Source: an optimization exercise on an open RTL-to-GDS flow (aim: small area). Production flows keep margins and buffers that such runs may drop. Where RTL was checked, it was by simulation tests only, not by an equivalence proof against the original. Function not checked in runs 1, 3 and 4: the RTL went through the layout flow alone. Power and IR drop assume default switching activity.

File: flow/design.v
`timescale 1ns / 1ps
module APP (
  input CLK,
  input CLR,
  input CE,
  input BTN_FILL_FACTOR_INC,
  input BTN_FILL_FACTOR_DEC,
  input BTN_SEL_INC,
  input BTN_SEL_DEC,
  output [7:0] DISP_7SEG_DATA,
  output [7:0] DISP_7SEG_EN,
  output RGB_R_CH,
  output RGB_G_CH,
  output RGB_B_CH
);
  reg [6:0] pre;
  reg [9:0] cnt;
  wire tick = CE & (&pre);          
  wire tick_rgb = CE & pre[0];      
  always @(posedge CLK or posedge CLR) begin
    if (CLR) begin
      pre <= 7'd28;
      cnt <= 10'd16;
    end else begin
      if (CE)
        pre <= (pre + 7'd1) | {2'b00, {3{&pre}}, 2'b00};
      if (tick)
        cnt <= (cnt + 10'd1) | {5'b0, {2{&cnt}}, 3'b0};
    end
  end
  wire [2:0] dig = cnt[2:0];
  wire blink = ~(cnt[9] & (|cnt[8:2]) & ~(&cnt[8:3]));
  wire init = ~|{cnt[9:5], cnt[3], cnt[0]};
  reg [10:0] ui, ud;
  wire ui_held = |ui[10:2];
  wire ud_held = |ud[10:2];
  wire ui_end = ui[10] & ui[8] & ui[7] & ui[6] & ui[5];    
  wire ud_end = ud[10] & ud[8] & ud[7] & ud[6] & ud[5];
  wire ui_up = tick & ((~ui_held & ui[1] & ui[0]) | ui_end);
  wire ud_up = tick & ((~ud_held & ud[1] & ud[0]) | ud_end);
  always @(posedge CLK or posedge CLR) begin
    if (CLR) begin
      ui <= 11'd0;
      ud <= 11'd0;
    end else if (tick) begin
      ui <= {11{BTN_FILL_FACTOR_INC}} & (ui_end ? 11'd1435 : ui + 11'd1);
      ud <= {11{BTN_FILL_FACTOR_DEC}} & (ud_end ? 11'd1435 : ud + 11'd1);
    end
  end
  reg [2:0] d_si, d_sd;
  always @(posedge CLK or posedge CLR) begin
    if (CLR) begin
      d_si <= 3'b000;
      d_sd <= 3'b000;
    end else if (tick) begin
      d_si <= {3{BTN_SEL_INC}} & {d_si[1], d_si[1] | d_si[0], ~d_si[2]};
      d_sd <= {3{BTN_SEL_DEC}} & {d_sd[1], d_sd[1] | d_sd[0], ~d_sd[2]};
    end
  end
  wire si_held = d_si[2] & ~d_si[0];
  wire sd_held = d_sd[2] & ~d_sd[0];
  wire si_press = tick & d_si[2] & d_si[0];
  wire sd_press = tick & d_sd[2] & d_sd[0];
  reg [1:0] sel;
  always @(posedge CLK or posedge CLR) begin
    if (CLR)
      sel <= 2'd0;
    else if (si_press & ~sd_held)
      sel <= sel + 2'd1;
    else if (sd_press & ~si_held)
      sel <= sel - 2'd1;
  end
  wire ff_inc = ui_up & ~ud_held;
  wire ff_dec = ud_up & ~ui_held;
  reg [7:0] ff_r, ff_g, ff_b;
  wire [7:0] cur = sel[1] ? (sel[0] ? ff_b : ff_g) : ff_r;
  wire [8:0] c;
  assign c[0] = ff_inc | ff_dec;
  genvar i;
  generate
    for (i = 0; i < 8; i = i + 1) begin : chain
      assign c[i+1] = c[i] & ~(cur[i] ^ ff_inc);
    end
  endgenerate
  wire [7:0] nxt = cur ^ c[7:0];
  always @(posedge CLK or posedge CLR) begin
    if (CLR) begin
      ff_r <= 8'd0;
      ff_g <= 8'd0;
      ff_b <= 8'd0;
    end else begin
      if (sel == 2'd1) ff_r <= nxt;
      if (sel == 2'd2) ff_g <= nxt;
      if (sel == 2'd3) ff_b <= nxt;
    end
  end
  reg [7:0] p;
  always @(posedge CLK or posedge CLR) begin
    if (CLR)
      p <= 8'd1;
    else if (tick_rgb)
      p <= (p + 8'd1) | {7'd0, &p};
  end
  wire [8:0] cr, cg, cb;
  assign cr[0] = 1'b0;
  assign cg[0] = 1'b0;
  assign cb[0] = 1'b0;
  generate
    for (i = 0; i < 8; i = i + 1) begin : cmp
      assign cr[i+1] = (p[i] & ff_r[i]) | (cr[i] & (p[i] | ff_r[i]));
      assign cg[i+1] = (p[i] & ff_g[i]) | (cg[i] & (p[i] | ff_g[i]));
      assign cb[i+1] = (p[i] & ff_b[i]) | (cb[i] & (p[i] | ff_b[i]));
    end
  endgenerate
  assign RGB_R_CH = ~CLR & cr[8];
  assign RGB_G_CH = ~CLR & cg[8];
  assign RGB_B_CH = ~CLR & cb[8];
  assign DISP_7SEG_EN = {2'b11, ~({6{CE}} & {dig == 3'd6, dig == 3'd5, dig == 3'd4,
                                             dig == 3'd3, dig == 3'd2, dig == 3'd1})};
  reg [3:0] data;
  reg a_dp;
  always @(posedge CLK) begin
    case (dig)
      3'd1: {a_dp, data} <= {~(blink & (sel == 2'd3)), ff_b[3:0]};
      3'd2: {a_dp, data} <= {~(blink & (sel == 2'd3)), ff_b[7:4]};
      3'd3: {a_dp, data} <= {~(blink & (sel == 2'd2)), ff_g[3:0]};
      3'd4: {a_dp, data} <= {~(blink & (sel == 2'd2)), ff_g[7:4]};
      3'd5: {a_dp, data} <= {~(blink & (sel == 2'd1)), ff_r[3:0]};
      3'd6: {a_dp, data} <= {~(blink & (sel == 2'd1)), ff_r[7:4]};
      default: {a_dp, data} <= {~init, {4{init}}};
    endcase
  end
  localparam [15:0] SEG_A = 16'b0010_1000_0001_0010;
  localparam [15:0] SEG_B = 16'b1101_1000_0110_0000;
  localparam [15:0] SEG_C = 16'b1101_0000_0000_0100;
  localparam [15:0] SEG_D = 16'b1000_0100_1001_0010;
  localparam [15:0] SEG_E = 16'b0000_0010_1011_1010;
  localparam [15:0] SEG_F = 16'b0010_0000_1000_1110;
  localparam [15:0] SEG_G = 16'b0001_0000_1000_0011;
  assign DISP_7SEG_DATA = {a_dp, SEG_G[data], SEG_F[data], SEG_E[data], SEG_D[data],
                           SEG_C[data], SEG_B[data], SEG_A[data]};
endmodule
File: flow/flow/run.sh
#!/bin/bash
# Standard ORFS layout with an area-oriented ABC mapping script, small port
# buffers and a clock tree without dummy loads.
set -euo pipefail
HERE=$(pwd)
rm -rf "$HERE/scripts_local"
cp -r "$FLOW_HOME/scripts" "$HERE/scripts_local"
cp "$HERE/flow/abc_area.script" "$HERE/scripts_local/abc_area.script"
bash standard.sh \
  SCRIPTS_DIR="$HERE/scripts_local" \
  ABC_AREA=1 \
  BUFFER_PORTS_ARGS="-buffer_cell sky130_fd_sc_hd__buf_1" \
  CTS_ARGS="-sink_clustering_enable -sink_clustering_size 100 -sink_clustering_max_diameter 500 -buf_list sky130_fd_sc_hd__clkbuf_8 -dont_use_dummy_load -repair_clock_nets" \
  finish > "$HERE/orfs_flow.log" 2>&1
File: flow/flow/abc_area.script
strash
dch -f
amap
topo
File: flow/standard.sh
#!/bin/bash
# synth_recipe.tcl (not shown) runs the flow's synth.tcl, then flattens the netlist and writes it again
# the make line also repeats each setting of config.mk as NAME=value (left out here)
make -C /OpenROAD-flow-scripts/flow DESIGN_CONFIG=/design/flow/config.mk WORK_HOME=/design/flow/orfs CLKGATE_MAP_FILE= SYNTH_SCRIPT=/design/flow/synth_recipe.tcl "${@:-finish}"
File: flow/config.mk
export PLATFORM = sky130hd
export DESIGN_NAME = APP
export DESIGN_NICKNAME = APP
export VERILOG_FILES = /design/flow/design.v
export SDC_FILE = /design/flow/constraint.sdc
export NUM_CORES = 4
export LEC_CHECK = 0
export CAP_MARGIN = 20
export CORE_MARGIN = 2
export CORE_UTILIZATION = 50
export SLEW_MARGIN = 20
File: flow/constraint.sdc
create_clock -name core_clock -period 10.0 [get_ports {CLK}]
set_input_delay 2.0000 -clock core_clock [delete_from_list [all_inputs] [get_ports {CLK}]]
set_output_delay 2.0000 -clock core_clock [all_outputs]
set_load 0.01 [all_outputs]
==> summary.txt, run 1 <==
status complete, no violations; Mapped Cells 550; Port-buffer cells 23; vias per cell 6.05; Hold Fails Final Rpt 0; Crit Path Max Fanout 22; cts hold-fix bufs 0; reg2reg path depth 19; vias in the first global route 3,935; leakage power 1.76 nW; ANT cells 0; post-synth top area share 40.0%; synth warn 1; Clock Sinks 84; Placeable Area roughly 9100 sq um; TNS Setup 0 ns; cells resized by post-CTS repair 0; I/O pin total 26; FP Rows 35; Rel. slew slack 47.1%; Layout Cells excl Fill 693; grt ovf 0; Total Wirelength 11,500 um; largest net degree at the start of global routing 80; worst path required time just over 10 ns; initial antenna violation count 0; synth unique cells 38; nets@finish 609; first-pass GRT wire length 19,400 um; drt pass-1 iters 6; Setup Buffers After CTS 0; Worst Setup Path Type in2reg; PwrDens 211 nW/um^2; Worst setup SP type primary input; Async SR Flop Fraction 94.0%; Post-synth EDFFs 0; end of the critical path ff_g[7]; most used cell along the critical path clkinv_1; Min Hold Slack 0.469 ns; Slew @ Worst Pin 0.786 ns; final count of negative-setup-slack endpoints 0; FF-to-FF Start pre[0]; H-tree depth 3; Clock Tree Buf Depth 2; Avg WL per Cell 16.6 um; total CTS buffers 9; Max-Cap Viols 0; Metal-1 WL 5280 um; Post-Syn Area 4630 sq um; largest area contributor in the netlist dfrtp_1; Slew Limit Fails 0; Max IR drop VDD 0.107 mV; clock insertion delay at the later pin of the skew report 0.37 ns; met3 WL 534 um; Final Wtd Congestion 0.978; r2r setup slk around 5.4 ns; Top FF cell, synth dfrtp_1; met2 wire length between 5000 and 6000 um; CTS tree yes; Top Metal Used met4; RSZ-0062 raised after global routing no; antenna viol nets, final 0; crit path max-delay cell type nand2_1; DP HPWL 8340 um; Critical Path AT 6.42 ns; CTS Root Cell clkbuf_8; crit-path cells buf_1, clkinv_1, nor2b_1, nand2_1, nor3b_1, nand2_1, clkinv_1, o211ai_1, o31ai_1, clkinv_1, nor2_1, o221ai_1, a221oi_1, o221ai_1, a221oi_1, clkinv_1, nor2_1, nor2_1, a21oi_1, o22ai_1; vias approximately 4,200; initial DRC count 252; clock slew at reported path FFs 0.07 ns; CP max stage delay between 0.4 and 0.5 ns; crit path time final 6.21 ns; syn_area_per_cell 8.42 sq um; die width ~100 um; Tot Pwr 1.05 mW; Initial Util 50.8%; Worst Hold Class reg2reg; Tot GR Track Use around a quarter; synth top area cells dfrtp_1 40%, o22ai_1 8.5%, clkinv_1 8.5%; placed cells slightly below 700; area of the die 10,000 sq um; DR DRC count 0; CP endpoint kind register; share of layout cells above drive strength 1 2.92%; synthesized flop and latch total 84; area delta synth->final 7.57%; Max Clk Rate 0.161 GHz; worst clock skew 0.0327 ns; Seq/Total Area, Yosys 45.0%; Tcrit/Tclk final 62.1%; Crit. Startpoint CE; Die Height ~100 um; Critical R2R Capture ff_g[7]
[metal layers]
metal | vias to the layer above | track usage, %
met3 | 23 | 5.36
met2 | 114 | 39.4
met5 | - | 0
met1 | 1984 | 33.2
li1 | 2069 | -
met4 | 0 | 7.90
[cell families (layout without fill, tap and decap cells)]
| logic type | Yosys count | after routing | synth area share, % |
|---|---|---|---|
| AO/OA/AOI/OAI | 184 | 184 | 26.6 |
| AND/OR/NAND/NOR | 155 | 155 | 14.4 |
| buffers and inverters | 108 | 139 | 9.00 |
| flip-flops | 84 | 84 | 45.0 |
| adder cells (fa/ha/maj) | 18 | 18 | 4.86 |
| other | 1 | 2 | 0.0810 |
[worst min-delay path by stage]
stage          cells past startpoint     end    from  slack [ns]
2_1_floorplan                      1  pre[5]  pre[5]        0.43
3_3_place_gp                       1  pre[5]  pre[5]        0.46
3_5_place_dp                       1  pre[5]  pre[5]        0.46
4_1_cts                            1  pre[5]  pre[5]        0.47
5_1_grt                            1  pre[5]  pre[5]        0.49
6_report                           1  pre[5]  pre[5]        0.47
[flip-flops by register name, indices dropped and copies added, names as in the netlist]
name	cells
a_dp	1
cnt	10
d_sd	3
d_si	3
data	4
ff_b	8
ff_g	8
ff_r	8
p	8
pre	7
sel	2
ud	11
ui	11
[cell usage after synthesis (6+ instances only)]
master / number
clkinv_1: 105
ha_1: 18
a211oi_1: 12
a21oi_1: 34
a22oi_1: 10
nor4_1: 6
dfrtp_1: 74
nand4_1: 6
o22ai_1: 63
o21ai_0: 16
nand3_1: 12
a221oi_1: 18
nor2_1: 71
nor3_1: 14
nand2_1: 37
[critical path: cells and delay by family]
kind / cells / cell delay [ns]
and+or+nand+nor: 7 / 1.47
AOI/OAI and AO/OA: 8 / 1.95
buffers and inverters: 5 / 0.98
[through the flow]
stage                     area (sq um)  worst slack (ns)  utilization, %
after floorplan                   4630              4.15               -
after global placement            4850              3.68            53.3
after detailed placement          4850              3.51            53.3
after CTS                         4980              3.88            54.6
after global routing              4980              3.17            54.7
final                             4980              3.79            54.7
[placed cells by master, fill, tap and decap left out, types with 3 or more instances in the layout]
cell type	count
dfrtp_1	74
nor3_1	14
a221oi_1	18
nand4_1	6
o221ai_1	3
o32ai_1	5
clkbuf_8	9
dfstp_2	5
nor4_1	6
buf_1	23
nor2_1	71
a211oi_1	12
nand3_1	12
ha_1	18
a311oi_1	3
a222oi_1	3
o22ai_1	63
clkinv_1	104
a21oi_1	34
nor2b_1	3
dfxtp_1	5
a22oi_1	10
nand2_1	37
o21ai_0	16
a31oi_1	3
[report_power, final]
part	internal, mW	switching, mW
Combinational	0.141	0.217
Sequential	0.419	0.0869
Clock	0.0806	0.106
[cell type report]
cell class / count / area (sq um)
sequential: 84 / 2080
timing repair buffer: 25 / 105
multi-input combinational: 359 / 2130
inverter: 105 / 395
tap: 111 / 139
fill: 893 / 4130
clock buffer: 9 / 124
==> inputs of run 2 (changes only) <==
--- a/flow/design.v
+++ b/flow/design.v
@@ -17,15 +17,26 @@
   reg [9:0] cnt;
   wire tick = CE & (&pre);          
   wire tick_rgb = CE & pre[0];      
+  wire [7:0] tp;
+  wire [10:0] tc;
+  assign tp[0] = CE;
+  assign tc[0] = tick;
+  genvar i;
+  generate
+    for (i = 0; i < 7; i = i + 1) begin : pre_chain
+      assign tp[i+1] = tp[i] & pre[i];
+    end
+    for (i = 0; i < 10; i = i + 1) begin : cnt_chain
+      assign tc[i+1] = tc[i] & cnt[i];
+    end
+  endgenerate
   always @(posedge CLK or posedge CLR) begin
     if (CLR) begin
       pre <= 7'd28;
       cnt <= 10'd16;
     end else begin
-      if (CE)
-        pre <= (pre + 7'd1) | {2'b00, {3{&pre}}, 2'b00};
-      if (tick)
-        cnt <= (cnt + 10'd1) | {5'b0, {2{&cnt}}, 3'b0};
+      pre <= (pre ^ tp[6:0]) | {2'b00, {3{tp[7]}}, 2'b00};
+      cnt <= (cnt ^ tc[9:0]) | {5'b0, {2{tc[10]}}, 3'b0};
     end
   end
   wire [2:0] dig = cnt[2:0];
@@ -38,13 +49,26 @@
   wire ud_end = ud[10] & ud[8] & ud[7] & ud[6] & ud[5];
   wire ui_up = tick & ((~ui_held & ui[1] & ui[0]) | ui_end);
   wire ud_up = tick & ((~ud_held & ud[1] & ud[0]) | ud_end);
+  wire [11:0] ti, td;
+  assign ti[0] = tick;
+  assign td[0] = tick;
+  generate
+    for (i = 0; i < 11; i = i + 1) begin : rep_chain
+      assign ti[i+1] = ti[i] & ui[i];
+      assign td[i+1] = td[i] & ud[i];
+    end
+  endgenerate
+  wire ui_ld = tick & ui_end;
+  wire ud_ld = tick & ud_end;
+  wire ui_clr = tick & ~BTN_FILL_FACTOR_INC;
+  wire ud_clr = tick & ~BTN_FILL_FACTOR_DEC;
   always @(posedge CLK or posedge CLR) begin
     if (CLR) begin
       ui <= 11'd0;
       ud <= 11'd0;
-    end else if (tick) begin
-      ui <= {11{BTN_FILL_FACTOR_INC}} & (ui_end ? 11'd1435 : ui + 11'd1);
-      ud <= {11{BTN_FILL_FACTOR_DEC}} & (ud_end ? 11'd1435 : ud + 11'd1);
+    end else begin
+      ui <= {11{~ui_clr}} & (((ui ^ ti[10:0]) & ~{4'b0, {2{ui_ld}}, 5'b0}) | {6'b0, {2{ui_ld}}, 1'b0, ui_ld, 1'b0});
+      ud <= {11{~ud_clr}} & (((ud ^ td[10:0]) & ~{4'b0, {2{ud_ld}}, 5'b0}) | {6'b0, {2{ud_ld}}, 1'b0, ud_ld, 1'b0});
     end
   end
   reg [2:0] d_si, d_sd;
@@ -76,7 +100,6 @@
   wire [7:0] cur = sel[1] ? (sel[0] ? ff_b : ff_g) : ff_r;
   wire [8:0] c;
   assign c[0] = ff_inc | ff_dec;
-  genvar i;
   generate
     for (i = 0; i < 8; i = i + 1) begin : chain
       assign c[i+1] = c[i] & ~(cur[i] ^ ff_inc);
@@ -95,11 +118,18 @@
     end
   end
   reg [7:0] p;
+  wire [8:0] tq;
+  assign tq[0] = tick_rgb;
+  generate
+    for (i = 0; i < 8; i = i + 1) begin : pwm_chain
+      assign tq[i+1] = tq[i] & p[i];
+    end
+  endgenerate
   always @(posedge CLK or posedge CLR) begin
     if (CLR)
       p <= 8'd1;
-    else if (tick_rgb)
-      p <= (p + 8'd1) | {7'd0, &p};
+    else
+      p <= (p ^ tq[7:0]) | {7'd0, tq[8]};
   end
   wire [8:0] cr, cg, cb;
   assign cr[0] = 1'b0;
==> flow/flow/abc_area.script (replaced) <==
strash
&get -n
&st
&dch -f -r
&nf -R 1000 -p -a
&put
==> summary.txt, run 2 <==
status complete, no violations; die width 98.1 um; most used cell along the critical path ha_1; area of the die 9610 sq um; Die Height 98.1 um; Top FF cell, synth dfrtp_1; Tot Pwr ~660 uW; Hold Fails Final Rpt 0; Post-Syn Area about 4400 sq um; vias between 3,000 and 4,000; DP Area 4630 sq um; Clock Tree Buf Depth 2; RSZ-0062 raised after global routing no; crit path time final 5.37 ns; DR DRC count 0; syn_area_per_cell about 10 sq um; hold_sp d_si[1]; Tcrit/Tclk final around 54%; final count of negative-setup-slack endpoints 0; Rel. slew slack roughly a third; Setup Buffers After CTS 0; TNS Setup 0 ns; Largest regs ud x11, ui x11, cnt x10; H-tree depth 3; area delta synth->final 7.55%; commonest cells after routing, fill and taps aside 74 x dfrtp_1, 68 x nor2_1, 54 x ha_1; Worst Setup Path Type in2reg; reg2reg path depth 14; Port-buffer cells 23; synthesized flop and latch total 84; cts hold-fix bufs 0; CTS Root Cell clkbuf_8; worst path required time 10.21 ns; vias per cell about 5.7; DP HPWL 6640 um; CP endpoint kind register; Clock Sinks 84; met3 WL between 400 and 500 um; Slew @ Worst Pin just over 1 ns; Finished Core Util 55.1%; largest area contributor in the netlist dfrtp_1; Final Wtd Congestion 0.928; Critical Path AT around 5.6 ns; clock slew at reported path FFs around 0.080 ns; Crit Path Max Fanout 15; grt ovf 0; most common cell after layout, fill and taps aside dfrtp_1; PwrDens 138 nW/um^2; synth top area cells dfrtp_1 42%, ha_1 15%, nor2_1 5.8%; initial antenna violation count 0; vias in the first global route between 3,000 and 4,000; Tot GR Track Use just over 20%; nets@finish 527; share of layout cells above drive strength 1 3.66%; Placeable Area 8640 sq um; worst clock skew 0.0177 ns; synth unique cells 40; largest net degree at the start of global routing 50; Metal-1 WL 4160 um; FP Rows 34; Avg WL per Cell 16.2 um; Max-Cap Viols 0; Slew Limit Fails 0; post-synth top area share 41.9%; drt pass-1 iters 4; Total Wirelength 9260 um; Worst Hold Class reg2reg; total CTS buffers 9; crit path max-delay cell type or2_0; Async SR Flop Fraction 94.0%; placed cells roughly 560; first-pass GRT wire length between 15,000 and 20,000 um; FF-to-FF Start pre[1]; Final Instance Area 4760 sq um; leakage power between 2 and 2.5 nW; WHS Endpoint d_si[1]; antenna viol nets, final 0; Top Metal Used met4; Initial Util 51.2%; I/O pin total 26; clock insertion delay at the later pin of the skew report approximately 0.35 ns; crit-path cells buf_1, nand4_1, or2_0, clkinv_1, ha_1, ha_1, ha_1, ha_1, ha_1, ha_1, ha_1, ha_1, ha_1, ha_1, nor2b_1; Worst setup SP type primary input; r2r setup slk 6.11 ns; Seq/Total Area, Yosys 47.1%; CTS tree yes; Layout Cells excl Fill approximately 570; Mapped Cells 433; hold-critical path depth 2; Max Clk Rate 0.186 GHz; Post-synth EDFFs 0; CP max stage delay ~0.59 ns; most frequent cell after synthesis dfrtp_1; Max IR drop VDD 0.0652 mV; Critical R2R Capture ui[9]; ANT cells 0; met2 wire length 4460 um; commonest cells in the netlist 74 x dfrtp_1, 68 x nor2_1, 54 x ha_1; cells resized by post-CTS repair 0; synth warn 1; initial DRC count 199
run 2: changes by cell type after synthesis, sizes merged, moves of 13 or more:
cell	previous run	this run
clkinv	105	13
o22ai	63	7
ha	18	54
a21oi	34	50
a221oi	18	2
nand2	37	24
run 2: per-layer routing:
metal,vias to the layer above,track usage [%]
li1,1627,-
met1,1566,27.4
met2,74,34.1
met3,11,4.08
met4,0,6.30
met5,-,0
run 2: logic make-up (layout without fill, tap and decap cells):
| kind of cell | after synthesis | count (layout) | share of synthesized area (%) |
|---|---|---|---|
| AOI/OAI and AO/OA | 102 | 102 | 14.2 |
| muxes | 12 | 12 | 3.00 |
| xor gates and xnor gates | 15 | 15 | 2.97 |
| adders and majority gates | 54 | 54 | 15.3 |
| buffers and inverters | 16 | 46 | 1.61 |
| other | 1 | 2 | 0.0848 |
| and+or+nand+nor | 149 | 149 | 15.7 |
| DFF | 84 | 84 | 47.1 |
run 2: worst max-delay path by stage:
stage                     from  endpoint  slack (ns)  depth (start not counted)
after floorplan             CE     ud[9]        4.98                         14
after global placement      CE     ud[9]        4.36                         15
after detailed placement    CE     ui[9]        4.23                         15
after CTS                   CE     ud[9]        4.61                         15
after global routing        CE    ud[10]        4.30                         16
final                       CE     ui[9]        4.63                         15
run 2: layout make-up:
| cell class | instances | area (sq um) |
|---|---|---|
| repair buffers | 24 | 93.8 |
| flip-flops and latches | 84 | 2080 |
| inverters | 13 | 48.8 |
| clock buffers | 9 | 124 |
| multi-input cells | 334 | 2270 |
| well taps | 108 | 135 |
| fillers | 786 | 3880 |
run 2: critical path: cells and delay by family:
family / cells / cell delay [ns]
AND/OR/NAND/NOR: 3 / 0.85
adder cells (fa/ha/maj): 10 / 2.03
buffers and inverters: 2 / 0.70
run 2: through the flow:
stage	hold WS, ns	setup WS (ns)
2_1_floorplan	0.466	4.98
3_3_place_gp	0.482	4.36
3_5_place_dp	0.502	4.23
4_1_cts	0.519	4.61
5_1_grt	0.535	4.30
6_report	0.516	4.63
run 2: where the power goes:
part	internal, mW	total (mW)	leakage, nW	switching (mW)
clock	0.0807	0.191	0.0647	0.110
combinational	0.0327	0.0668	1.26	0.0340
sequential	0.370	0.400	0.973	0.0290
total	0.484	0.657	2.29	0.173
==> inputs of run 3 (changes only) <==
--- a/flow/design.v
+++ b/flow/design.v
@@ -149,24 +149,95 @@
                                              dig == 3'd3, dig == 3'd2, dig == 3'd1})};
   reg [3:0] data;
   reg a_dp;
-  always @(posedge CLK) begin
-    case (dig)
-      3'd1: {a_dp, data} <= {~(blink & (sel == 2'd3)), ff_b[3:0]};
-      3'd2: {a_dp, data} <= {~(blink & (sel == 2'd3)), ff_b[7:4]};
-      3'd3: {a_dp, data} <= {~(blink & (sel == 2'd2)), ff_g[3:0]};
-      3'd4: {a_dp, data} <= {~(blink & (sel == 2'd2)), ff_g[7:4]};
-      3'd5: {a_dp, data} <= {~(blink & (sel == 2'd1)), ff_r[3:0]};
-      3'd6: {a_dp, data} <= {~(blink & (sel == 2'd1)), ff_r[7:4]};
-      default: {a_dp, data} <= {~init, {4{init}}};
-    endcase
-  end
-  localparam [15:0] SEG_A = 16'b0010_1000_0001_0010;
-  localparam [15:0] SEG_B = 16'b1101_1000_0110_0000;
-  localparam [15:0] SEG_C = 16'b1101_0000_0000_0100;
-  localparam [15:0] SEG_D = 16'b1000_0100_1001_0010;
-  localparam [15:0] SEG_E = 16'b0000_0010_1011_1010;
-  localparam [15:0] SEG_F = 16'b0010_0000_1000_1110;
-  localparam [15:0] SEG_G = 16'b0001_0000_1000_0011;
-  assign DISP_7SEG_DATA = {a_dp, SEG_G[data], SEG_F[data], SEG_E[data], SEG_D[data],
-                           SEG_C[data], SEG_B[data], SEG_A[data]};
+  wire [3:0] mux_data;
+  wire mux_dp;
+  wire _00_;
+  wire _01_;
+  wire _02_;
+  wire _03_;
+  wire _04_;
+  wire _05_;
+  wire _06_;
+  wire _07_;
+  wire _08_;
+  wire _09_;
+  wire _10_;
+  wire _11_;
+  wire _12_;
+  wire _13_;
+  wire _14_;
+  wire _15_;
+  wire _16_;
+  wire _17_;
+  wire _18_;
+  wire _19_;
+  wire _20_;
+  wire _21_;
+  wire _22_;
+  wire _23_;
+  wire _24_;
+  wire _25_;
+  wire _26_;
+  wire _27_;
+  wire _28_;
+  wire _29_;
+  assign _00_ = (~(cnt[0])&~(cnt[2])&(cnt[1]));
+  assign _01_ = (~(cnt[0])&(cnt[2])&(cnt[1]));
+  assign _02_ = (~(ff_b[6])&~(_01_)) | (~(ff_b[6])&~(ff_r[6])) | (~(_00_)&~(_01_)) | (~(_00_)&~(ff_r[6]));
+  assign _03_ = (~(cnt[2])&~(cnt[1])&(cnt[0]));
+  assign _04_ = (~(cnt[0])&~(cnt[1])&(cnt[2]));
+  assign _05_ = (~(ff_b[2])&~(_04_)) | (~(ff_b[2])&~(ff_g[6])) | (~(_03_)&~(_04_)) | (~(_03_)&~(ff_g[6]));
+  assign _06_ = (~(cnt[3])&~(cnt[6]));
+  assign _07_ = (~(cnt[5])&~(cnt[8])&~(cnt[7])&~(cnt[2]));
+  assign _08_ = (~(_06_)) | (~(_07_));
+  assign _09_ = (~(cnt[0])&~(cnt[9])&~(cnt[1])&~(_08_));
+  assign _10_ = (~(cnt[1])&(cnt[2])&(cnt[0]));
+  assign _11_ = (~(cnt[2])&(cnt[1])&(cnt[0]));
+  assign _12_ = (~(ff_r[2])&~(_11_)&~(_09_)) | (~(ff_r[2])&~(ff_g[2])&~(_09_)) | (~(_10_)&~(_11_)&~(_09_)) | (~(_10_)&~(ff_g[2])&~(_09_));
+  assign mux_data[2] = (~(_02_)) | (~(_05_)) | (~(_12_));
+  assign _13_ = (~(ff_b[5])&~(_04_)) | (~(ff_b[5])&~(ff_g[5])) | (~(_00_)&~(_04_)) | (~(_00_)&~(ff_g[5]));
+  assign _14_ = (~(ff_b[1])&~(_11_)) | (~(ff_b[1])&~(ff_g[1])) | (~(_03_)&~(_11_)) | (~(_03_)&~(ff_g[1]));
+  assign _15_ = (~(ff_r[5])&~(_10_)&~(_09_)) | (~(ff_r[5])&~(ff_r[1])&~(_09_)) | (~(_01_)&~(_10_)&~(_09_)) | (~(_01_)&~(ff_r[1])&~(_09_));
+  assign mux_data[1] = (~(_13_)) | (~(_14_)) | (~(_15_));
+  assign _16_ = (~(ff_g[4])&~(_10_)) | (~(ff_g[4])&~(ff_r[0])) | (~(_04_)&~(_10_)) | (~(_04_)&~(ff_r[0]));
+  assign _17_ = (~(ff_b[4])&~(_03_)) | (~(ff_b[4])&~(ff_b[0])) | (~(_00_)&~(_03_)) | (~(_00_)&~(ff_b[0]));
+  assign _18_ = (~(ff_r[4])&~(_11_)&~(_09_)) | (~(ff_r[4])&~(ff_g[0])&~(_09_)) | (~(_01_)&~(_11_)&~(_09_)) | (~(_01_)&~(ff_g[0])&~(_09_));
+  assign mux_data[0] = (~(_16_)) | (~(_17_)) | (~(_18_));
+  assign _19_ = (~(cnt[3])) | (~(cnt[6]));
+  assign _20_ = (~(cnt[5])) | (~(cnt[8])) | (~(cnt[7])) | (~(cnt[4]));
+  assign _21_ = (~(_19_)&~(_20_)) | (~(cnt[4])&~(_08_)) | (~(cnt[9]));
+  assign _22_ = (~(sel[1])&~(_01_)&~(_10_));
+  assign _23_ = (~(sel[0])&~(_04_)&~(_11_));
+  assign _24_ = (~(sel[1])) | (~(sel[0]));
+  assign _25_ = (~(_00_)&~(_03_)&~(_24_));
+  assign _26_ = (~(_22_)&~(_23_)&~(_25_));
+  assign mux_dp = (~(_21_)&~(_09_)) | (~(_26_)&~(_09_));
+  assign _27_ = (~(ff_r[7])&~(_10_)) | (~(ff_r[7])&~(ff_r[3])) | (~(_01_)&~(_10_)) | (~(_01_)&~(ff_r[3]));
+  assign _28_ = (~(ff_b[7])&~(_11_)) | (~(ff_b[7])&~(ff_g[3])) | (~(_00_)&~(_11_)) | (~(_00_)&~(ff_g[3]));
+  assign _29_ = (~(ff_b[3])&~(_04_)&~(_09_)) | (~(ff_b[3])&~(ff_g[7])&~(_09_)) | (~(_03_)&~(_04_)&~(_09_)) | (~(_03_)&~(ff_g[7])&~(_09_));
+  assign mux_data[3] = (~(_27_)) | (~(_28_)) | (~(_29_));
+  always @(posedge CLK)
+    {a_dp, data} <= {mux_dp, mux_data};
+  wire [3:0] d = data;
+  wire n02 = ~(d[0] & ~d[1]);
+  wire n03 = ~((d[1] | d[2]) & d[0]);
+  wire n04 = ~(d[2] & n02);
+  wire n05 = ~((d[2] & n02) | n03);
+  wire n06 = ~(d[3] & n04);
+  wire n07 = ~((~d[0] & d[1] & n06) | n05);
+  wire n08 = d[2] & ~d[1];
+  wire n09 = ~(d[3] ^ n08);
+  wire n10 = ~(d[0] | ~d[1] | d[2]);
+  wire n11 = ~((d[3] | n10) & n06);
+  wire n12 = ~((d[0] | n08) & ~d[3]);
+  wire n13 = ~((d[3] & n04) | n03);
+  wire [6:0] seg;
+  assign seg[6] = n07 & n09;
+  assign seg[5] = (d[0] | n10) & n09;
+  assign seg[4] = ~((d[2] | n02) & n12);
+  assign seg[3] = ~((~d[1] & n12) | ~n07);
+  assign seg[2] = ~n11;
+  assign seg[1] = ~((n07 & n11) | seg[5]);
+  assign seg[0] = ~((n03 & n12) | n13);
+  assign DISP_7SEG_DATA = {a_dp, seg};
 endmodule
--- a/flow/flow/run.sh
+++ b/flow/flow/run.sh
@@ -10,5 +10,5 @@
   SCRIPTS_DIR="$HERE/scripts_local" \
   ABC_AREA=1 \
   BUFFER_PORTS_ARGS="-buffer_cell sky130_fd_sc_hd__buf_1" \
-  CTS_ARGS="-sink_clustering_enable -sink_clustering_size 100 -sink_clustering_max_diameter 500 -buf_list sky130_fd_sc_hd__clkbuf_8 -dont_use_dummy_load -repair_clock_nets" \
+  CTS_ARGS="-sink_clustering_enable -sink_clustering_size 100 -sink_clustering_max_diameter 500 -buf_list \"sky130_fd_sc_hd__clkbuf_4 sky130_fd_sc_hd__clkbuf_8\" -dont_use_dummy_load -repair_clock_nets" \
   finish > "$HERE/orfs_flow.log" 2>&1
==> summary.txt, run 3 <==
most frequent cell after synthesis dfrtp_1; Seq/Total Area, Yosys 48.7%; Adder-Cell Fraction of Synth Area between 10% and 20%; largest area contributor in the netlist dfrtp_1; largest family of logic cells by synthesized area simple AND/OR/NAND/NOR gates; Fail Step clock tree synthesis (4_1_cts); Port-buffer cells 23; FP Rows 33; placed cells 548; Final Wtd Congestion about 0.91; I/O pin total 26; synth warn 1; die width 96.5 um; synthesized flop and latch total 84; Post-Syn Area 4280 sq um; synth top area cells dfrtp_1 43%, ha_1 14%, nor2_1 6.3%; status stopped before the end; Mapped Cells 421; DP HPWL ~6300 um; simple-gate portion of the synthesized area 16.5%; synth unique cells 37; Initial Util between 50% and 60%; stop err [ERROR STA-0564] clock_tree_synthesis positional arguments not supported.; Die Height between 90 and 100 um; Top FF cell, synth dfrtp_1; Post-synth EDFFs 0; syn_area_per_cell 10.2 sq um; post-synthesis mux area share around 1.6%; XOR/XNOR Fraction of Synth Area 3.89%; Async SR Flop Fraction 94.0%; post-synth top area share a little over two fifths; Compound-Gate Fraction of Synth Area a little over an eighth; commonest cells in the netlist 74 x dfrtp_1, 72 x nor2_1, 48 x a21oi_1, 48 x ha_1, 25 x nand2_1; DP Area 4490 sq um
run 3: stage by stage:
stage | util (%) | worst slack [ns]
floorplan | - | 5.21
global placement | 54.3 | 4.40
detailed placement | 54.3 | 4.24
run 3: logic make-up after synthesis:
family / after synthesis
other: 1
adder cells (fa/ha/maj): 50
buffers and inverters: 12
AND/OR/NAND/NOR: 153
flip-flops: 84
XOR/XNOR: 19
AO/OA/AOI/OAI: 95
multiplexers: 7
run 3: worst min path at each step:
| stage | startpoint | to | slack [ns] |
|---|---|---|---|
| detailed placement | pre[0] | pre[0] | 0.49 |
| global placement | pre[5] | pre[5] | 0.49 |
| floorplan | pre[0] | pre[0] | 0.47 |
run 3: power by group through the flow:
| stage | Combinational (mW) | Sequential, mW | Clock [mW] |
|---|---|---|---|
| detailed placement | 0.0683 | 0.405 | 0 |
| global placement | 0.0633 | 0.404 | 0 |
| floorplan | 0.0519 | 0.396 | 0 |
==> inputs of run 4 (changes only) <==
--- a/flow/flow/run.sh
+++ b/flow/flow/run.sh
@@ -10,5 +10,5 @@
   SCRIPTS_DIR="$HERE/scripts_local" \
   ABC_AREA=1 \
   BUFFER_PORTS_ARGS="-buffer_cell sky130_fd_sc_hd__buf_1" \
-  CTS_ARGS="-sink_clustering_enable -sink_clustering_size 100 -sink_clustering_max_diameter 500 -buf_list \"sky130_fd_sc_hd__clkbuf_4 sky130_fd_sc_hd__clkbuf_8\" -dont_use_dummy_load -repair_clock_nets" \
+  CTS_ARGS="-sink_clustering_enable -sink_clustering_size 100 -sink_clustering_max_diameter 500 -buf_list {sky130_fd_sc_hd__clkbuf_4 sky130_fd_sc_hd__clkbuf_8} -dont_use_dummy_load -repair_clock_nets" \
   finish > "$HERE/orfs_flow.log" 2>&1
==> summary.txt, run 4 <==
post-synth top area share 43.3%; Max-Cap Viols 0; status complete, no violations; synth warn 1; Slew @ Worst Pin around 0.85 ns; DR DRC count 0; Clock Tree Buf Depth 2; die width just under 100 um; grt ovf 0; Tot GR Track Use 20.7%; Avg WL per Cell 15.5 um; Mapped Cells 421; I/O pin total 26; Clock Sinks 84; largest area contributor in the netlist dfrtp_1; Hold Fails Final Rpt 0; Clk pwr share 28.1%; antenna viol nets, final 0; FF-to-FF Start pre[0]; Rel. slew slack 42.9%; WHS Endpoint pre[5]; Internal slightly below 500 uW; Critical Path AT roughly 5.4 ns; first-pass GRT wire length 14,700 um; Worst Hold Class reg2reg; CTS Root Cell clkbuf_8; Port-buffer cells 23; initial DRC count 195; vias approximately 3,200; r2r setup slk 6.31 ns; Initial Util between 50% and 60%; Die Height 96.5 um; area of the die 9320 sq um; crit-path cells buf_1, nand4_1, or3_1, clkinv_1, ha_1, ha_1, ha_1, ha_1, ha_1, ha_1, ha_1, ha_1, ha_1, ha_1, or2_0; most used cell along the critical path ha_1; crit path max-delay cell type or3_1; Crit Path Max Fanout 14; hold-critical path depth 1; final count of negative-setup-slack endpoints 0; clock insertion delay at the later pin of the skew report 0.36 ns; crit path time final a little over 5 ns; Slew Limit Fails 0; Total Wirelength 8650 um; RSZ-0062 raised after global routing no; Critical R2R Capture cnt[3]; drt pass-1 iters 4; Max IR drop VDD 0.0716 mV; hold_sp pre[5]; ANT cells 0; leakage power between 2 and 2.5 nW; sw power ~170 uW; nets@finish 509; synth top area cells dfrtp_1 43%, ha_1 14%, nor2_1 6.3%; syn_area_per_cell 10.2 sq um; Max Clk Rate 0.193 GHz; H-tree depth 3; FP Rows 33; share of layout cells above drive strength 1 3.76%; Final Wtd Congestion 0.915; number of fill cells 744; Tcrit/Tclk final about half; Flop pwr share 61.6%; CP delay by family, top adder cells; vias in the first global route 3,024; PwrDens 141 nW/um^2; total CTS buffers 9; cells resized by post-CTS repair 0; area delta synth->final 7.83%; most frequent cell after synthesis dfrtp_1; DP HPWL 6280 um; Top FF cell, synth dfrtp_1; reg2reg path depth 14; synth unique cells 37; worst clock skew between 0.02 and 0.03 ns; Worst setup SP type primary input; clock slew at reported path FFs 0.08 ns; largest net degree at the start of global routing 68; TNS Setup 0 ns; Setup Buffers After CTS 0; Post-Syn Area roughly 4300 sq um; commonest cells in the netlist 74 x dfrtp_1, 72 x nor2_1, 48 x a21oi_1, 48 x ha_1, 25 x nand2_1; CTS tree yes; placed cells 548; CP max stage delay 0.47 ns; Layout Cells excl Fill 557; cts hold-fix bufs 0; Placeable Area 8260 sq um; Sw Share 25.6%; Min Hold Slack 0.507 ns; Worst Setup Path Type in2reg; synthesized flop and latch total between 80 and 90; initial antenna violation count 0; Async SR Flop Fraction 94.0%; combinational power share 10.3%; worst path required time about 10 ns; CP endpoint kind register; commonest cells after routing, fill and taps aside 74 x dfrtp_1, 72 x nor2_1, 48 x a21oi_1, 48 x ha_1, 25 x nand2_1; Post-synth EDFFs 0; Largest regs ud x11, ui x11, cnt x10; WP buf/inv 2; most common cell after layout, fill and taps aside dfrtp_1; Seq/Total Area, Yosys 48.7%; vias per cell roughly 5.7
run 4: cell counts after synthesis:
Identical to the previous run, type by type.
run 4: per-layer routing:
metal	vias up	wire length [um]	global-route usage, %
li1	1573	-	-
met1	1501	4130	28.8
met2	82	3900	32.3
met3	10	490	5.04
met4	0	121	5.99
met5	-	0	0
run 4: cells by family (layout without fill, tap and decap cells):
group / count (synthesis) / count (layout) / synth area share (%)
flip-flops: 84 / 84 / 48.7
adder cells (fa/ha/maj): 50 / 50 / 14.5
AO/OA/AOI/OAI: 95 / 95 / 13.4
multiplexers: 7 / 7 / 1.64
other: 1 / 2 / 0.0876
AND/OR/NAND/NOR: 153 / 153 / 16.5
buffers and inverters: 12 / 42 / 1.32
XOR/XNOR: 19 / 19 / 3.89
run 4: cell type report:
cell class                      instances  area (sq um)  area share (%)
Clock buffer                            9           124            2.68
Inverter                                9          33.8           0.732
Multi-Input combinational cell        326          2150            46.6
Sequential cell                        84          2080            45.1
Tap cell                              105           131            2.85
Timing Repair Buffer                   24          93.8            2.03
run 4: how the worst max path moves through the flow:
stage / from / to / slack (ns) / depth (start not counted)
2_1_floorplan: CE / ff_b[7] / 5.21 / 13
3_3_place_gp: CE / ff_b[7] / 4.40 / 14
3_5_place_dp: CE / ff_g[7] / 4.24 / 14
4_1_cts: CE / ff_g[7] / 4.59 / 14
5_1_grt: CE / ud[10] / 4.57 / 16
6_report: CE / cnt[3] / 4.81 / 15
run 4: through the flow:
stage / cell area, sq um / power, mW / utilization (%) / setup WS [ns]
finish: 4620 / 0.649 / 55.9 / 4.81
global route: 4620 / 0.687 / 55.9 / 4.57
CTS: 4610 / 0.657 / 55.8 / 4.59
detailed placement: 4490 / 0.473 / 54.3 / 4.24
global placement: 4490 / 0.468 / 54.3 / 4.40
floorplan: 4280 / 0.448 / - / 5.21
run 4: power by group through the flow:
stage,logic [mW],clock network [mW],registers (mW)
final,0.0670,0.183,0.400
after floorplan,0.0519,0,0.396
after detailed placement,0.0683,0,0.405
after global placement,0.0633,0,0.404
after global routing,0.0809,0.204,0.403
after CTS,0.0685,0.190,0.398
==> inputs of run 5 (changes only) <==
--- a/flow/design.v
+++ b/flow/design.v
@@ -72,28 +72,62 @@
     end
   end
   reg [2:0] d_si, d_sd;
+  wire [2:0] n_si, n_sd;
+  wire [1:0] nsel;
+  wire _c00_;
+  wire _c01_;
+  wire _c02_;
+  wire _c03_;
+  wire _c04_;
+  wire _c05_;
+  wire _c06_;
+  wire _c07_;
+  wire _c08_;
+  wire _c09_;
+  wire _c10_;
+  wire _c11_;
+  wire _c12_;
+  wire _c13_;
+  wire _c14_;
+  wire _c15_;
+  assign _c00_ = (~(BTN_SEL_INC));
+  assign _c01_ = (~(d_si[2]));
+  assign _c02_ = (~(d_si[0]));
+  assign _c03_ = (~(BTN_SEL_DEC));
+  assign _c04_ = (~(d_sd[2]));
+  assign _c05_ = (~(d_sd[0]));
+  assign _c06_ = (~(BTN_SEL_INC)) | (~(tick));
+  assign n_si[0] = (~(_c06_)&~(d_si[2])) | (~(_c02_)&~(tick));
+  assign _c07_ = (~(tick)) | (~(BTN_SEL_DEC));
+  assign n_sd[0] = (~(_c07_)&~(d_sd[2])) | (~(tick)&~(_c05_));
+  assign _c08_ = (~(_c01_)) | (~(tick)) | (~(d_sd[2])) | (~(d_sd[0]));
+  assign _c09_ = (~(_c04_)&~(d_sd[0])) | (~(d_si[2])) | (~(d_si[0])) | (~(tick));
+  assign _c10_ = (~(_c08_)) | (~(_c09_));
+  assign nsel[0] = ((sel[0])&~(_c10_)) | (~(sel[0])&(_c10_));
+  assign _c11_ = (~(tick)&~(d_sd[1])) | (~(d_sd[0])&~(d_sd[1]));
+  assign n_sd[1] = (~(tick)&~(_c11_)) | (~(_c03_)&~(_c11_));
+  assign _c12_ = (~(_c08_)&~(sel[0])) | (~(_c09_)&(sel[0]));
+  assign nsel[1] = ((sel[1])&~(_c12_)) | (~(sel[1])&(_c12_));
+  assign _c13_ = (~(d_si[0])&~(d_si[1])) | (~(tick)&~(d_si[1]));
+  assign n_si[1] = (~(_c00_)&~(_c13_)) | (~(tick)&~(_c13_));
+  assign _c14_ = (~(tick)) | (~(BTN_SEL_DEC)) | (~(d_sd[1]));
+  assign n_sd[2] = (~(tick)&~(_c04_)) | (~(_c14_));
+  assign _c15_ = (~(BTN_SEL_INC)) | (~(tick)) | (~(d_si[1]));
+  assign n_si[2] = (~(_c01_)&~(tick)) | (~(_c15_));
+  reg [1:0] sel;
   always @(posedge CLK or posedge CLR) begin
     if (CLR) begin
       d_si <= 3'b000;
       d_sd <= 3'b000;
-    end else if (tick) begin
-      d_si <= {3{BTN_SEL_INC}} & {d_si[1], d_si[1] | d_si[0], ~d_si[2]};
-      d_sd <= {3{BTN_SEL_DEC}} & {d_sd[1], d_sd[1] | d_sd[0], ~d_sd[2]};
+      sel <= 2'd0;
+    end else begin
+      d_si <= n_si;
+      d_sd <= n_sd;
+      sel <= nsel;
     end
   end
   wire si_held = d_si[2] & ~d_si[0];
   wire sd_held = d_sd[2] & ~d_sd[0];
-  wire si_press = tick & d_si[2] & d_si[0];
-  wire sd_press = tick & d_sd[2] & d_sd[0];
-  reg [1:0] sel;
-  always @(posedge CLK or posedge CLR) begin
-    if (CLR)
-      sel <= 2'd0;
-    else if (si_press & ~sd_held)
-      sel <= sel + 2'd1;
-    else if (sd_press & ~si_held)
-      sel <= sel - 2'd1;
-  end
   wire ff_inc = ui_up & ~ud_held;
   wire ff_dec = ud_up & ~ui_held;
   reg [7:0] ff_r, ff_g, ff_b;
==> summary.txt, run 5 <==
RSZ-0062 raised after global routing no; drt pass-1 iters 5; most frequent cell after synthesis dfrtp_1; antenna viol nets, final 0; most used cell along the critical path ha_1; synth warn 1; Post-Syn Area around 4200 sq um; Setup Buffers After CTS 0; initial antenna violation count 0; Die Height a little under 100 um; area delta synth->final 8.06%; total CTS buffers 9; largest net degree at the start of global routing 80; Post-synth EDFFs 0; Crit Path Max Fanout 9; Final Wtd Congestion 0.889; Clock Sinks 84; Slew @ Worst Pin 0.919 ns; largest area contributor in the netlist dfrtp_1; final count of negative-setup-slack endpoints 0; commonest cells after routing, fill and taps aside 74 x dfrtp_1, 52 x nand2_1, 45 x ha_1; most common cell after layout, fill and taps aside dfrtp_1; first-pass GRT wire length between 10,000 and 15,000 um; Mapped Cells between 400 and 500; Avg WL per Cell 15.5 um; H-tree depth 3; crit path time final 4.73 ns; worst path required time ~10 ns; synthesized flop and latch total between 80 and 90; Worst setup SP type primary input; CP endpoint kind register; Worst Hold Class reg2reg; vias in the first global route 2,949; DP HPWL 6210 um; Finished Core Util 55.7%; grt ovf 0; Top FF cell, synth dfrtp_1; Initial Util 51.6%; Tcrit/Tclk final 47.3%; clock slew at reported path FFs ~0.070 ns; ANT cells 0; Port-buffer cells 23; cts hold-fix bufs 0; Hold Fails Final Rpt 0; FP Rows 33; crit path max-delay cell type clkinv_1; nets@finish roughly 500; vias per cell 5.63; Largest regs ud x11, ui x11, cnt x10; Max-Cap Viols 0; Seq/Total Area, Yosys 49.2%; number of fill cells 737; cells resized by post-CTS repair 0; area of the die 9230 sq um; syn_area_per_cell 10.3 sq um; Clock Tree Buf Depth 2; Critical Path AT 4.96 ns; Async SR Flop Fraction 94.0%; worst clock skew ~0.015 ns; Total Wirelength 8530 um; Placeable Area 8220 sq um; vias roughly 3,100; share of layout cells above drive strength 1 between 3 and 4%; commonest cells in the netlist 74 x dfrtp_1, 52 x nand2_1, 45 x ha_1; status complete, no violations; CTS tree yes; I/O pin total 26; crit-path cells buf_1, nand4_1, clkinv_1, ha_1, ha_1, ha_1, ha_1, ha_1, ha_1, ha_1, ha_1, ha_1, ha_1, or2_0; die width 96.1 um; Tot GR Track Use between 20 and 25%; Tot Pwr 650 uW; Slew Limit Fails 0; DR DRC count 0; TNS Setup 0 ns; CP delay by family, top adder cells; CP max stage delay 0.31 ns; Worst Setup Path Type in2reg; leakage power 2.21 nW; clock insertion delay at the later pin of the skew report 0.34 ns; post-synth top area share between 40% and 50%; Rel. slew slack a little under two fifths; initial DRC count 202; WP buf/inv 2; synth top area cells dfrtp_1 44%, ha_1 13%, o21ai_0 4.6%; Max Clk Rate ~0.21 GHz; synth unique cells 35; PwrDens ~140 nW/um^2; Max IR drop VDD 0.0866 mV; CTS Root Cell clkbuf_8
## run 5: changes by cell type after synthesis, moves of 3 or more
| cell | before | now |
|---|---|---|
| a21oi_1 | 48 | 9 |
| nor2_1 | 72 | 40 |
| o21ai_0 | 9 | 39 |
| nand2_1 | 25 | 52 |
| mux2i_1 | 7 | 0 |
| o22a_1 | 0 | 6 |
| clkinv_1 | 9 | 5 |
| a22oi_1 | 10 | 13 |
| ha_1 | 48 | 45 |
## run 5: cells by family (layout without fill, tap and decap cells)
family / after synthesis / after routing / synth area share, %
other: 1 / 2 / 0.0885
AO/OA/AOI/OAI: 95 / 95 / 14.4
flip-flops: 84 / 84 / 49.2
adder cells (fa/ha/maj): 45 / 45 / 13.3
buffers and inverters: 8 / 39 / 0.975
AND/OR/NAND/NOR: 160 / 160 / 18.0
XOR/XNOR: 20 / 20 / 4.13
## run 5: cell type report
| class | count | area (sq um) | share of cell area, % |
|---|---|---|---|
| Timing Repair Buffer | 25 | 105 | 2.30 |
| Multi-Input combinational cell | 322 | 2120 | 46.2 |
| Tap cell | 105 | 131 | 2.87 |
| Sequential cell | 84 | 2080 | 45.5 |
| Clock buffer | 9 | 124 | 2.71 |
| Inverter | 5 | 18.8 | 0.410 |
## run 5: report_power, final
part / internal, mW / switching, mW / leakage (nW)
sequential: 0.370 / 0.0259 / 0.983
clock: 0.0807 / 0.105 / 0.0647
combinational: 0.0331 / 0.0348 / 1.16
## run 5: worst paths after layout
kind                        start      end  slack, ns  cells after the start
hold reg to reg            pre[0]   pre[0]       0.50                      1
setup reg to reg           pre[3]  ff_r[7]       6.62                     13
max in group asynchronous     CLR    ui[6]       7.64                      3
setup / recovery               CE   cnt[3]       5.27                     14
hold / removal             pre[0]   pre[0]       0.50                      1
min in group asynchronous     CLR     p[7]       1.86                      3
## run 5: per-layer routing
metal	vias to the layer above	wire, um	GRT usage (%)
met2	79	3780	31.1
met4	0	76	4.88
li1	1559	-	-
met1	1454	4220	29.5
met3	7	449	5.40
met5	-	0	0
## run 5: stage by stage
| step | worst slack, ns | instances | cell area [sq um] | hold slack (ns) |
|---|---|---|---|---|
| after floorplan | 5.30 | 414 | 4240 | 0.458 |
| after global placement | 4.95 | 541 | 4450 | 0.470 |
| after detailed placement | 4.90 | 541 | 4450 | 0.479 |
| after CTS | 5.26 | 550 | 4570 | 0.501 |
| after global routing | 4.99 | 550 | 4580 | 0.520 |
| final | 5.27 | 550 | 4580 | 0.500 |
## run 5: worst register-to-register path, stage by stage (launching register included)
cell     delay [ns]
dfstp_2        0.54
and4_1         0.24
nand4_1        0.42
nor3_1         0.29
buf_4          0.22
xnor2_1        0.09
nor2_1         0.18
nand2_1        0.11
or3_1          0.35
nor2_1         0.18
nand2_1        0.11
nor2_1         0.14
xor2_1         0.24
o21ai_0        0.13
==> inputs of run 6 (changes only) <==
--- a/flow/flow/run.sh
+++ b/flow/flow/run.sh
@@ -1,11 +1,16 @@
 #!/bin/bash
-# Standard ORFS layout with an area-oriented ABC mapping script, small port
+# Standard ORFS layout with an area-oriented ABC mapping script (no adder
+# extraction before it), small port
 # buffers and a clock tree without dummy loads.
 set -euo pipefail
 HERE=$(pwd)
 rm -rf "$HERE/scripts_local"
 cp -r "$FLOW_HOME/scripts" "$HERE/scripts_local"
 cp "$HERE/flow/abc_area.script" "$HERE/scripts_local/abc_area.script"
+# Leave adders and counters to ABC instead of mapping them to half/full
+# adder cells first (registers are not affected).
+sed -i 's/^  extract_fa {\*}\[dont_use_extract_fa_args\]/  # extract_fa skipped/' "$HERE/scripts_local/synth.tcl"
+grep -q "extract_fa skipped" "$HERE/scripts_local/synth.tcl"
 bash standard.sh \
   SCRIPTS_DIR="$HERE/scripts_local" \
   ABC_AREA=1 \
==> flow/flow/abc_area.script (replaced) <==
strash
&get -n
&st
&dch -f
&nf -R 1000
&put
==> summary.txt, run 6 <==
synthesized flop and latch total 84; Seq/Total Area, Yosys 50.2%; final count of negative-setup-slack endpoints 0; CTS tree yes; commonest cells after routing, fill and taps aside 75 x nand2_1, 74 x dfrtp_1, 46 x o21ai_0; worst clock skew around 0.023 ns; Final Wtd Congestion 0.856; Max-Cap Viols 0; Top FF cell, synth dfrtp_1; cells resized by post-CTS repair 0; Port-buffer cells 23; Tot Pwr approximately 670 uW; TNS Setup 0 ns; first-pass GRT wire length 15,300 um; syn_area_per_cell 9.15 sq um; cts hold-fix bufs 0; DP Area 4360 sq um; Placeable Area 8130 sq um; Crit Path Max Fanout 18; Min Hold Slack ~0.5 ns; largest net degree at the start of global routing 80; most common cell after layout, fill and taps aside nand2_1; Finished Core Util 55.2%; Slew Limit Fails 0; Tot GR Track Use ~22%; most frequent cell after synthesis nand2_1; Post-Syn Area about 4100 sq um; H-tree depth 3; Setup Buffers After CTS 0; Clk pwr share 27.4%; crit path time final ~5.3 ns; drt pass-1 iters 5; Avg WL per Cell 15.3 um; area delta synth->final 8.24%; Initial Util approximately half; vias in the first global route roughly 3,200; met1 usage a little under a third; combinational power share 10.9%; Internal 488 uW; antenna viol nets, final 0; grt ovf 0; PwrDens 149 nW/um^2; Worst Hold Class reg2reg; global route hottest layer met2; I/O pin total 26; Clock Sinks 84; Post-synth EDFFs 0; Tcrit/Tclk final between 50% and 60%; M3 GR Usage 4.11%; CTS Root Cell clkbuf_8; synth top area cells dfrtp_1 45%, nand2_1 6.8%, o21ai_0 5.6%; leakage power 2.01 nW; area of the die 9040 sq um; Die Height between 90 and 100 um; post-synth top area share 44.7%; Clock Tree Buf Depth 2; Slew @ Worst Pin 0.892 ns; Largest regs ud x11, ui x11, cnt x10; largest area contributor in the netlist dfrtp_1; Max Clk Rate 0.188 GHz; ANT cells 0; DR DRC count 0; number of fill cells 745; commonest cells in the netlist 75 x nand2_1, 74 x dfrtp_1, 46 x o21ai_0; clock insertion delay at the later pin of the skew report 0.34 ns; vias approximately 3,400; Worst Setup Path Type in2reg; synth warn 1; Hold Fails Final Rpt 0; nets@finish 494; Critical Path AT approximately 5.5 ns; worst path required time 10.20 ns; Total Wirelength 9010 um; FP Rows 33; met2 usage 32.0%; Rel. slew slack between 30% and 40%; Sw Share 27.1%; Max IR drop VDD around 0.12 mV; Worst setup SP type primary input; status complete, no violations; die width 95.1 um; RSZ-0062 raised after global routing no; CP endpoint kind register; clock slew at reported path FFs roughly 0.080 ns; share of layout cells above drive strength 1 3.51%; sw power 182 uW; DP HPWL 6310 um; total CTS buffers 9; initial DRC count 269; initial antenna violation count 0; synth unique cells 41; vias per cell between 5 and 6; Mapped Cells 453; Flop pwr share about three fifths; Async SR Flop Fraction between 90% and 100%; Final Instance Area roughly 4500 sq um
-- run 6: kinds of logic (layout without fill, tap and decap cells) --
logic type      count (synthesis)  in the layout  share of synthesized area (%)
compound gates                136            136                           20.2
mux                             1              1                          0.272
buf+inv                        11             42                           1.27
simple gates                  185            185                           20.5
xor+xnor                       35             35                           7.39
flops                          84             84                           50.2
other cells                     1              2                         0.0904
-- run 6: worst paths after layout --
kind / to / cells past startpoint / from / slack (ns)
setup / recovery: ff_g[7] / 14 / CE / 4.67
hold / removal: pre[1] / 1 / pre[1] / 0.50
setup reg to reg: ff_g[7] / 13 / pre[0] / 6.32
hold reg to reg: pre[1] / 1 / pre[1] / 0.50
max in group asynchronous: cnt[5] / 3 / CLR / 7.61
min in group asynchronous: p[6] / 3 / CLR / 1.86
-- run 6: layout make-up --
cell class,instances,area [sq um],share of cell area [%]
flip-flops and latches,84,2080,46.4
multi-input cells,359,2010,44.9
well taps,105,131,2.93
clock buffers,9,124,2.76
repair buffers,25,105,2.34
inverters,8,30.0,0.669
-- run 6: critical path, cell delays in order --
cell     delay, ns
buf_1         0.43
and4_1        0.37
and4_1        0.29
nand2_1       0.35
or3_1         0.57
o21ai_0       0.12
nand2_1       0.11
o31ai_1       0.34
nand2_1       0.14
nor2_1        0.21
nand2_1       0.13
nor2_1        0.15
xor2_1        0.21
o21ai_0       0.10
-- run 6: power groups by stage --
stage | registers (mW) | clock network, mW | logic, mW
finish | 0.414 | 0.183 | 0.0731
global route | 0.419 | 0.207 | 0.0851
CTS | 0.412 | 0.191 | 0.0743
detailed placement | 0.418 | 0 | 0.0739
global placement | 0.418 | 0 | 0.0727
floorplan | 0.407 | 0 | 0.0602
-- run 6: layer usage --
layer / up-vias / wire length (um)
met3: 21 / 422
met1: 1615 / 4430
li1: 1711 / -
met2: 94 / 3930
met5: - / 0
met4: 0 / 223
-- run 6: through the flow --
stage               cells  worst slack (ns)
floorplan             454              5.26
global placement      581              4.37
detailed placement    581              4.29
CTS                   590              4.67
global route          590              4.25
finish                590              4.67
==> inputs of run 7 (changes only) <==
--- a/flow/design.v
+++ b/flow/design.v
@@ -42,6 +42,7 @@
   wire [2:0] dig = cnt[2:0];
   wire blink = ~(cnt[9] & (|cnt[8:2]) & ~(&cnt[8:3]));
   wire init = ~|{cnt[9:5], cnt[3], cnt[0]};
+  wire start = ~|{cnt[9:5], cnt[3:0]} & ~tick;
   reg [10:0] ui, ud;
   wire ui_held = |ui[10:2];
   wire ud_held = |ud[10:2];
@@ -60,13 +61,10 @@
   endgenerate
   wire ui_ld = tick & ui_end;
   wire ud_ld = tick & ud_end;
-  wire ui_clr = tick & ~BTN_FILL_FACTOR_INC;
-  wire ud_clr = tick & ~BTN_FILL_FACTOR_DEC;
-  always @(posedge CLK or posedge CLR) begin
-    if (CLR) begin
-      ui <= 11'd0;
-      ud <= 11'd0;
-    end else begin
+  wire ui_clr = (tick & ~BTN_FILL_FACTOR_INC) | start;
+  wire ud_clr = (tick & ~BTN_FILL_FACTOR_DEC) | start;
+  always @(posedge CLK) begin
+    begin
       ui <= {11{~ui_clr}} & (((ui ^ ti[10:0]) & ~{4'b0, {2{ui_ld}}, 5'b0}) | {6'b0, {2{ui_ld}}, 1'b0, ui_ld, 1'b0});
       ud <= {11{~ud_clr}} & (((ud ^ td[10:0]) & ~{4'b0, {2{ud_ld}}, 5'b0}) | {6'b0, {2{ud_ld}}, 1'b0, ud_ld, 1'b0});
     end
@@ -115,16 +113,10 @@
   assign _c15_ = (~(BTN_SEL_INC)) | (~(tick)) | (~(d_si[1]));
   assign n_si[2] = (~(_c01_)&~(tick)) | (~(_c15_));
   reg [1:0] sel;
-  always @(posedge CLK or posedge CLR) begin
-    if (CLR) begin
-      d_si <= 3'b000;
-      d_sd <= 3'b000;
-      sel <= 2'd0;
-    end else begin
-      d_si <= n_si;
-      d_sd <= n_sd;
-      sel <= nsel;
-    end
+  always @(posedge CLK) begin
+    d_si <= n_si & {3{~start}};
+    d_sd <= n_sd & {3{~start}};
+    sel <= nsel & {2{~start}};
   end
   wire si_held = d_si[2] & ~d_si[0];
   wire sd_held = d_sd[2] & ~d_sd[0];
==> summary.txt, run 7 <==
cells resized by post-CTS repair 0; most used cell along the critical path nand2_1; area of the die 8890 sq um; commonest cells after routing, fill and taps aside 75 x nand2_1, 50 x o21ai_0, 44 x dfrtp_1; crit-path cells buf_1, and3_1, nand2_1, nor2_1, buf_4, nand2_1, o21ai_0, nand2_1, o21ai_0, nand4_1, nor3_1, nand2_1, xnor2_1, o21ai_0; Worst Setup Path Type in2reg; vias in the first global route 3,369; initial antenna violation count 0; commonest cells in the netlist 75 x nand2_1, 50 x o21ai_0, 44 x dfrtp_1; antenna viol nets, final 0; most frequent cell after synthesis nand2_1; share of layout cells above drive strength 1 3.26%; Async SR Flop Fraction 58.3%; synth top area cells dfrtp_1 27%, dfxtp_1 17%, nand2_1 6.9%; CP delay by family, top simple AND/OR/NAND/NOR gates; Setup Buffers After CTS 0; Hold Fails Final Rpt 0; Sw Share 32.7%; largest area contributor in the netlist dfrtp_1; Internal 529 uW; Final Wtd Congestion 0.874; Tot Pwr 785 uW; Rel. slew slack 42.7%; Largest regs ud x11, ui x11, cnt x10; Finished Core Util 56.4%; DR DRC count 0; ANT cells 0; Die Height 94.3 um; initial DRC count 191; placed cells 584; Slew @ Worst Pin 0.858 ns; combinational power share a little over a fifth; DP HPWL 6650 um; Flop pwr share a little under three fifths; Clock Tree Buf Depth 2; worst clock skew 0.0177 ns; Placeable Area slightly below 8000 sq um; RSZ-0062 raised after global routing no; syn_area_per_cell 8.86 sq um; WP buf/inv 2; largest net degree at the start of global routing 50; die width 94.3 um; total CTS buffers 9; vias 3,506; Crit Path Max Fanout 15; sw power 257 uW; Avg WL per Cell 15.6 um; status complete, no violations; crit path max-delay cell type nor2_1; crit path time final between 5 and 6 ns; nets@finish 500; CP max stage delay around 0.55 ns; Max Clk Rate 0.186 GHz; worst path required time a little over 10 ns; Seq/Total Area, Yosys 47.4%; area delta synth->final 8.04%; synth unique cells 42; Max-Cap Viols 0; Initial Util a little over half; post-synth top area share 27.0%; CTS Root Cell clkbuf_8; most common cell after layout, fill and taps aside nand2_1; cts hold-fix bufs 0; CTS tree yes; Max IR drop VDD about 0.087 mV; vias per cell ~5.9; Total Wirelength 9270 um; Clk pwr share about a quarter; Tcrit/Tclk final 53.8%; H-tree depth 3; FP Rows 32; first-pass GRT wire length 15,700 um; clock insertion delay at the later pin of the skew report ~0.35 ns; Worst Hold Class reg2reg; synthesized flop and latch total 84; Critical Path AT 5.58 ns; final count of negative-setup-slack endpoints 0; Mapped Cells 460; grt ovf 0; Top FF cell, synth dfrtp_1; I/O pin total 26; number of fill cells around 760; TNS Setup 0 ns; Slew Limit Fails 0; leakage power 1.79 nW; CP endpoint kind register; drt pass-1 iters 5; Worst setup SP type primary input; PwrDens around 180 nW/um^2; synth warn 1; Post-synth EDFFs 0; Tot GR Track Use 22.4%; Post-Syn Area 4080 sq um; Layout Cells excl Fill 593; clock slew at reported path FFs approximately 0.08 ns; Clock Sinks 84; Port-buffer cells 23
run 7: kinds of logic (layout without fill, tap and decap cells):
kind of cell	Yosys count	count (layout)	share of synthesized area, %
AO/OA/AOI/OAI	138	138	20.8
XOR/XNOR	39	39	8.38
buffers and inverters	10	40	1.20
flip-flops	84	84	47.4
multiplexers	1	1	0.246
other	1	2	0.0920
AND/OR/NAND/NOR	187	187	21.8
run 7: power by group through the flow:
stage	Combinational [mW]	Clock, mW	Sequential (mW)
after floorplan	0.128	0	0.422
after global placement	0.164	0	0.436
after detailed placement	0.168	0	0.437
after CTS	0.168	0.192	0.431
after global routing	0.192	0.203	0.440
final	0.168	0.185	0.433
run 7: cell type report:
| class | instances | area (sq um) | area share (%) |
|---|---|---|---|
| Clock buffer | 9 | 124 | 2.81 |
| Inverter | 7 | 27.5 | 0.625 |
| Multi-Input combinational cell | 367 | 2100 | 47.6 |
| Sequential cell | 84 | 1930 | 43.9 |
| Tap cell | 102 | 128 | 2.90 |
| Timing Repair Buffer | 24 | 93.8 | 2.13 |
run 7: stage by stage:
stage / setup WS [ns] / area [sq um] / hold WS (ns)
after floorplan: 5.11 / 4080 / 0.443
after global placement: 4.40 / 4280 / 0.464
after detailed placement: 4.27 / 4280 / 0.466
after CTS: 4.64 / 4400 / 0.489
after global routing: 4.13 / 4400 / 0.497
final: 4.62 / 4400 / 0.483
run 7: metal layers:
metal	routed length (um)	share of wire, %	vias to the layer above	GRT usage [%]
met5	0	0	-	0
met4	168	1.8	0	9.18
met3	538	5.8	19	3.29
met2	4270	46	104	36.8
met1	4290	46	1637	29.7
li1	-	-	1746	-
run 7: final timing paths:
path	startpoint	end	slack (ns)	cells past startpoint
hold / removal	ud[10]	ud[10]	0.48	1
setup / recovery	CE	ff_b[7]	4.62	14
min in group asynchronous	CLR	p[6]	1.84	2
hold reg to reg	ud[10]	ud[10]	0.48	1
setup reg to reg	pre[3]	ff_b[7]	6.19	12
max in group asynchronous	CLR	cnt[9]	7.63	2
run 7: worst reg2reg max path, delay by kind of cell, from the launching register on:
kind	cells	cell delay [ns]
and+or+nand+nor	7	1.75
xor gates and xnor gates	1	0.23
buffers and inverters	1	0.31
AOI/OAI and AO/OA	3	0.77
DFF	1	0.59

==> afterwards: timing with drivers on the ports <==
The results above use ideal ports. As a check the final layouts listed here were re-extracted and re-timed, cells and wires unchanged. Step 1 (the two cells are an assumption about what drives the block):
set clk [get_ports {CLK}]
set_driving_cell -lib_cell sky130_fd_sc_hd__clkbuf_16 $clk
set_driving_cell -lib_cell sky130_fd_sc_hd__buf_2 [delete_from_list [all_inputs] $clk]
Step 2 also shifts input and output timing later by t, the mid clock arrival at the registers, as if the neighbouring blocks saw the same clock. Three values: ideal ports, drivers, drivers and shift; two values: the first two.
run	t (ns)	setup slack, ns	worst hold slack (ns)	worst setup path at the end	slew at the worst register clock pin (ns)
run 1	0.385	3.790 / 3.788 / 3.403	0.469 / 0.469 / 0.469	input to register	0.10 / 0.10
run 2	0.377	4.625 / 4.639 / 4.262	0.516 / 0.516 / 0.516	input to register	0.08 / 0.08
run 4	0.374	4.808 / 4.818 / 4.444	0.507 / 0.507 / 0.507	input to register	0.09 / 0.09
run 5	0.363	5.266 / 5.268 / 4.905	0.500 / 0.500 / 0.500	input to register	0.08 / 0.08
run 6	0.365	4.673 / 4.685 / 4.320	0.496 / 0.496 / 0.496	input to register	0.08 / 0.08
run 7	0.369	4.621 / 4.628 / 4.259	0.483 / 0.483 / 0.483	input to register	0.08 / 0.08
After both steps setup and hold are still met in every run listed. For run 1, which loses most, drivers alone change the setup slack by -0.002 ns; drivers and shift together by -0.387 ns.
